This design comes from an exercise in tuning for small area, a short achievable clock period and few clock cycles on the open sky130 flow, not from production work. Where RTL was checked, it was by simulation tests only, not by an equivalence proof against the original.

==> inputs of run G <==
Design mult1, start of the top module:
module mult1(clk, rst, start, ack, multiplicand, multiplier, product, done);
Settings: LEC_CHECK=0, CAP_MARGIN=20, CORE_MARGIN=2, CORE_UTILIZATION=65, SETUP_SLACK_MARGIN=2.0, SLEW_MARGIN=20, SYNTH_HIERARCHICAL=1, SYNTH_MINIMUM_KEEP_SIZE=0; clock period 5.0 ns.
standard.sh (not shown) runs the stock make flow with config.mk's settings and CLKGATE_MAP_FILE= SYNTH_SCRIPT=/design/flow/synth_recipe.tcl, a recipe that flattens the netlist after the stock synthesis.
==> flow/flow/run.sh <==
#!/bin/bash
# The standard layout (standard.sh: the ORFS synthesis and flow), with one change:
# the port buffers that ORFS's buffer_ports inserts are the small sky130_fd_sc_hd__buf_1
# instead of the delay-cell buffer it picks by default. Every port still gets a buffer.
set -euo pipefail
export BUFFER_PORTS_ARGS="-buffer_cell sky130_fd_sc_hd__buf_1"
bash standard.sh finish > standard.log 2>&1
==> run M: changes against run G <==
--- a/flow/design.v
+++ b/flow/design.v
@@ -15,19 +15,16 @@
 	input a, b;
 	output s, co;
 	assign s  = ~(a ^ b);
 	assign co = a | b;
 endmodule
-module mult1_row(a, onel, twol, negl, oneh, twoh, negh, r);
+module mult1_row(a, one, two, neg, r);
 	input [31:0] a;
-	input onel, twol, negl, oneh, twoh, negh;
+	input one, two, neg;
 	output [33:0] r;
-	wire [32:0] one = {{16{oneh}}, {17{onel}}};
-	wire [32:0] two = {{16{twoh}}, {17{twol}}};
-	wire [32:0] neg = {{16{negh}}, {17{negl}}};
-	wire [32:0] m = ({1'b0, a} & one) | ({a, 1'b0} & two);
-	assign r = {~negh, m ^ neg};
+	wire [32:0] m = ({1'b0, a} & {33{one}}) | ({a, 1'b0} & {33{two}});
+	assign r = {~neg, m ^ {33{neg}}};
 endmodule
 module mult1_enc(b, one, two, neg);
 	input [2:0] b;
 	output one, two, neg;
 	assign one = b[1] ^ b[0];
@@ -265,42 +262,32 @@
 reg [33:0] c_q;      
 reg [7:0]  sl_q;     
 reg [7:0]  cl_q;     
 reg        cy_q;     
 reg        ng_q;     
+reg        sm_q;     
 assign done    = done_q;
 assign product = {a_q, b_q};
-wire last = (cnt == 2'd3);
+wire last = (cnt == 2'd3) | sm_q;
 wire [9:0] nb = idle_q ? {multiplier[9:2], 2'b00} : {b_q[17:16] & {2{cnt != 2'd2}}, b_q[15:9], 1'b0};
 wire [3:0] one_d, two_d, neg_d;
 mult1_enc e1 (.b(nb[3:1]), .one(one_d[0]), .two(two_d[0]), .neg(neg_d[0]));
 mult1_enc e2 (.b(nb[5:3]), .one(one_d[1]), .two(two_d[1]), .neg(neg_d[1]));
 mult1_enc e3 (.b(nb[7:5]), .one(one_d[2]), .two(two_d[2]), .neg(neg_d[2]));
 mult1_enc e4 (.b(nb[9:7]), .one(one_d[3]), .two(two_d[3]), .neg(neg_d[3]));
 reg [3:0] one_q, two_q, neg_q;
-reg [3:0] one_r, two_r, neg_r;
 always @(posedge clk) begin
 	one_q <= one_d;
 	two_q <= two_d;
 	neg_q <= neg_d;
 end
-always @(posedge clk or posedge rst)
-	if (rst) begin
-		one_r <= 4'b0;
-		two_r <= 4'b0;
-		neg_r <= 4'b0;
-	end else begin
-		one_r <= one_d;
-		two_r <= two_d;
-		neg_r <= neg_d;
-	end
 wire neg1 = neg_q[0], neg2 = neg_q[1], neg3 = neg_q[2], neg4 = neg_q[3];
 wire [33:0] r1, r2, r3, r4;
-mult1_row w1 (.a(a_q), .onel(one_q[0]), .twol(two_q[0]), .negl(neg_q[0]), .oneh(one_r[0]), .twoh(two_r[0]), .negh(neg_r[0]), .r(r1));
-mult1_row w2 (.a(a_q), .onel(one_q[1]), .twol(two_q[1]), .negl(neg_q[1]), .oneh(one_r[1]), .twoh(two_r[1]), .negh(neg_r[1]), .r(r2));
-mult1_row w3 (.a(a_q), .onel(one_q[2]), .twol(two_q[2]), .negl(neg_q[2]), .oneh(one_r[2]), .twoh(two_r[2]), .negh(neg_r[2]), .r(r3));
-mult1_row w4 (.a(a_q), .onel(one_q[3]), .twol(two_q[3]), .negl(neg_q[3]), .oneh(one_r[3]), .twoh(two_r[3]), .negh(neg_r[3]), .r(r4));
+mult1_row w1 (.a(a_q), .one(one_q[0]), .two(two_q[0]), .neg(neg_q[0]), .r(r1));
+mult1_row w2 (.a(a_q), .one(one_q[1]), .two(two_q[1]), .neg(neg_q[1]), .r(r2));
+mult1_row w3 (.a(a_q), .one(one_q[2]), .two(two_q[2]), .neg(neg_q[2]), .r(r3));
+mult1_row w4 (.a(a_q), .one(one_q[3]), .two(two_q[3]), .neg(neg_q[3]), .r(r4));
 reg f0_q, f1_q, nf_q;
 always @(posedge clk) begin
 	f0_q <= idle_q & multiplier[0];
 	f1_q <= idle_q & multiplier[1];
 	nf_q <= ~idle_q;
@@ -463,13 +450,16 @@
 		iter_q  <= 1'b0;
 		fin_q   <= 1'b0;
 		done_q  <= 1'b0;
 		first_q <= 1'b1;
 		cnt     <= 2'd0;
+		sm_q    <= 1'b0;
 	end else begin
 		idle_q  <= (idle_q & ~start) | (done_q & ack);
 		iter_q  <= (idle_q & start & a_nz & b_nz) | (iter_q & ~last);
+		if (idle_q)
+			sm_q <= ~|multiplier[31:8];
 		fin_q   <= iter_q & last;
 		done_q  <= fin_q | (idle_q & start & ~(a_nz & b_nz)) | (done_q & ~ack);
 		first_q <= idle_q;
 		cnt     <= iter_q ? cnt + 2'd1 : 2'd0;
 	end
@@ -483,10 +473,13 @@
 end
 always @(posedge clk)
 	if (idle_q) begin
 		a_q <= multiplicand & {32{b_nz}};
 		b_q <= multiplier & {32{a_nz}};
+	end else if (fin_q & sm_q) begin
+		a_q <= {24'b0, sum[39:32]};
+		b_q <= sum[31:0];
 	end else if (iter_q | fin_q) begin
 		b_q <= {lo[7:0], b_q[31:8]};
 		if (fin_q)
 			a_q <= sum[39:8];
 	end
--- a/flow/config.mk
+++ b/flow/config.mk
@@ -6,9 +6,9 @@
 export NUM_CORES = 4
 export LEC_CHECK = 0
 export CAP_MARGIN = 20
 export CORE_MARGIN = 2
 export CORE_UTILIZATION = 65
-export SETUP_SLACK_MARGIN = 2.0
+export SETUP_SLACK_MARGIN = 2.2
 export SLEW_MARGIN = 20
 export SYNTH_HIERARCHICAL = 1
 export SYNTH_MINIMUM_KEEP_SIZE = 0
==> run E: changes against run G <==
--- a/flow/config.mk
+++ b/flow/config.mk
@@ -6,9 +6,9 @@
 export NUM_CORES = 4
 export LEC_CHECK = 0
 export CAP_MARGIN = 20
 export CORE_MARGIN = 2
 export CORE_UTILIZATION = 65
-export SETUP_SLACK_MARGIN = 2.0
+export SETUP_SLACK_MARGIN = 2.4
 export SLEW_MARGIN = 20
 export SYNTH_HIERARCHICAL = 1
 export SYNTH_MINIMUM_KEEP_SIZE = 0
==> qor summary <==
Outcome: run M finished clean; run E finished clean; run G finished clean
Worst-case headroom to the max-slew limit: run M 0.3455; run E 0.3473; run G 0.2662
Largest net degree at the start of global routing: run M 64; run E 70; run G 70
Minimum clock period: run M 2.888 ns; run E 2.797 ns; run G 2.951 ns
Flip-flop and latch count after synthesis: run M 173; run E 184; run G 184
Number of non-clock buffers: run M 158; run E 252; run G 148
Fin nets: run M 1512; run E 1600; run G 1495
Portion of synthesized cell area occupied by the leading cell type: run M 0.1926; run E 0.1845; run G 0.1845
Overall die height: run M 146.5 µm; run E 149.6 µm; run G 149.6 µm
Sequential fraction of total cell area: run M 0.2831; run E 0.2763; run G 0.3001
Post-route design area: run M 14840 µm²; run E 16350 µm²; run G 14790 µm²
Function was not checked in any run of this note: the RTL went through the layout flow alone.


==> inputs of v21 <==
mult1, a different RTL version from the one above (not shown whole).
Settings: LEC_CHECK=0, CAP_MARGIN=20, CORE_MARGIN=2, CORE_UTILIZATION=55, SETUP_SLACK_MARGIN=2.5, SLEW_MARGIN=20, SYNTH_HIERARCHICAL=1, SYNTH_MINIMUM_KEEP_SIZE=0; clock period 5.0 ns.
Scripts as last shown in full above: flow/flow/run.sh
==> v29: changes against v21 <==
CORE_UTILIZATION = 65   (was 55)
SETUP_SLACK_MARGIN = 2.1   (was 2.5)
==> v26: changes against v21 <==
==> flow/flow/run.sh (replaced) <==
#!/bin/bash
# The standard layout (standard.sh: the ORFS synthesis and flow), with two changes:
# the port buffers that ORFS's buffer_ports inserts are the small sky130_fd_sc_hd__buf_1
# instead of the delay-cell buffer it picks by default (every port still gets a buffer),
# and clock tree synthesis adds no dummy load cells at the leaves.
set -euo pipefail
export BUFFER_PORTS_ARGS="-buffer_cell sky130_fd_sc_hd__buf_1"
export CTS_ARGS="-sink_clustering_enable -repair_clock_nets -dont_use_dummy_load -buf_list {sky130_fd_sc_hd__clkbuf_4 sky130_fd_sc_hd__clkbuf_8}"
bash standard.sh finish > standard.log 2>&1
CORE_UTILIZATION = 65   (was 55)
PLACE_DENSITY = 0.75   (was default)
SETUP_SLACK_MARGIN = 2.2   (was 2.5)
==> flow_summary_export.csv <==
group,metric,value,unit
status,status,"finished clean",
floorplan,die_w,157,um
setup_path,r2r_slack,2.26,ns
hold_path,holdCritStartpoint,"cnt[0]$_DFF_PP0_",
clock_tree,clkLatencyLatePin,0.45,ns
setup_path,crit_top_cell,"o31ai_4",
grt,met3_usage,6.91,%
hold_path,holdPathStages,1,
(the above is from v21)
==> flow_summary_export.csv <==
group,metric,value,unit
status,status,"finished clean",
floorplan,n_tap_cell,265,
timing,slew_violations,0,
timing,period_needed,2.85,ns
yosys,muxShareOfSynthArea,0,%
setup_path,r2r_slack,2.15,ns
grt,met3_usage,8.39,%
floorplan,die_w,145,um
clock_tree,clkLatencyLatePin,0.43,ns
route,wl_met3,3320,um
setup_path,crit_top_cell,"fa_1",
(the above is from v29)
==> flow_summary_export.csv <==
group,metric,value,unit
status,status,"finished clean",
floorplan,die_w,145,um
yosys,synth-edff-count,64,
setup_path,r2r_slack,2.17,ns
clock_tree,clkLatencyLatePin,0.48,ns
(the above is from v26)
Testbench counts of v21, summed over its fixed seeds: cycles 3,299.
Testbench counts of v29, summed over its fixed seeds: cycles 3,299.
Testbench counts of v26, summed over its fixed seeds: cycles 3,299.

## afterwards: timing with drivers on the ports
How much do the figures lean on ideal ports? The routed layouts below were timed once more, with nothing changed but the port constraints. Step 1 (the two cells are an assumption about what drives the block):
set clk [get_ports {clk}]
set_driving_cell -lib_cell sky130_fd_sc_hd__clkbuf_16 $clk
set_driving_cell -lib_cell sky130_fd_sc_hd__buf_2 [delete_from_list [all_inputs] $clk]
Step 2 times the ports against the registers' clock, not the clock port: input delays grow and output delays shrink by t, the midpoint of the rising clock arrivals with the driver on. Three values: ideal, step 1, step 2; two values: the first two.
run	t (ns)	slack for setup (ns)	worst slew at a driven data input, ns	cell pins on the clock port's net
run G	0.485	2.049 / 2.049 / 1.936	0.05	1
run M	0.494	2.112 / 2.112 / 1.867	0.06	1
run E	0.484	2.203 / 2.203 / 2.104	0.05	1
v21	0.494	2.260 / 2.260 / 2.104	0.06	1
v29	0.473	2.147 / 2.147 / 2.005	0.04	1
v26	0.499	2.172 / 2.172 / 1.897	0.04	1
After both steps setup and hold are still met in every run listed. The setup slack of v26, which loses most, moves by 0.000 ns with the drivers and by -0.275 ns with both steps.
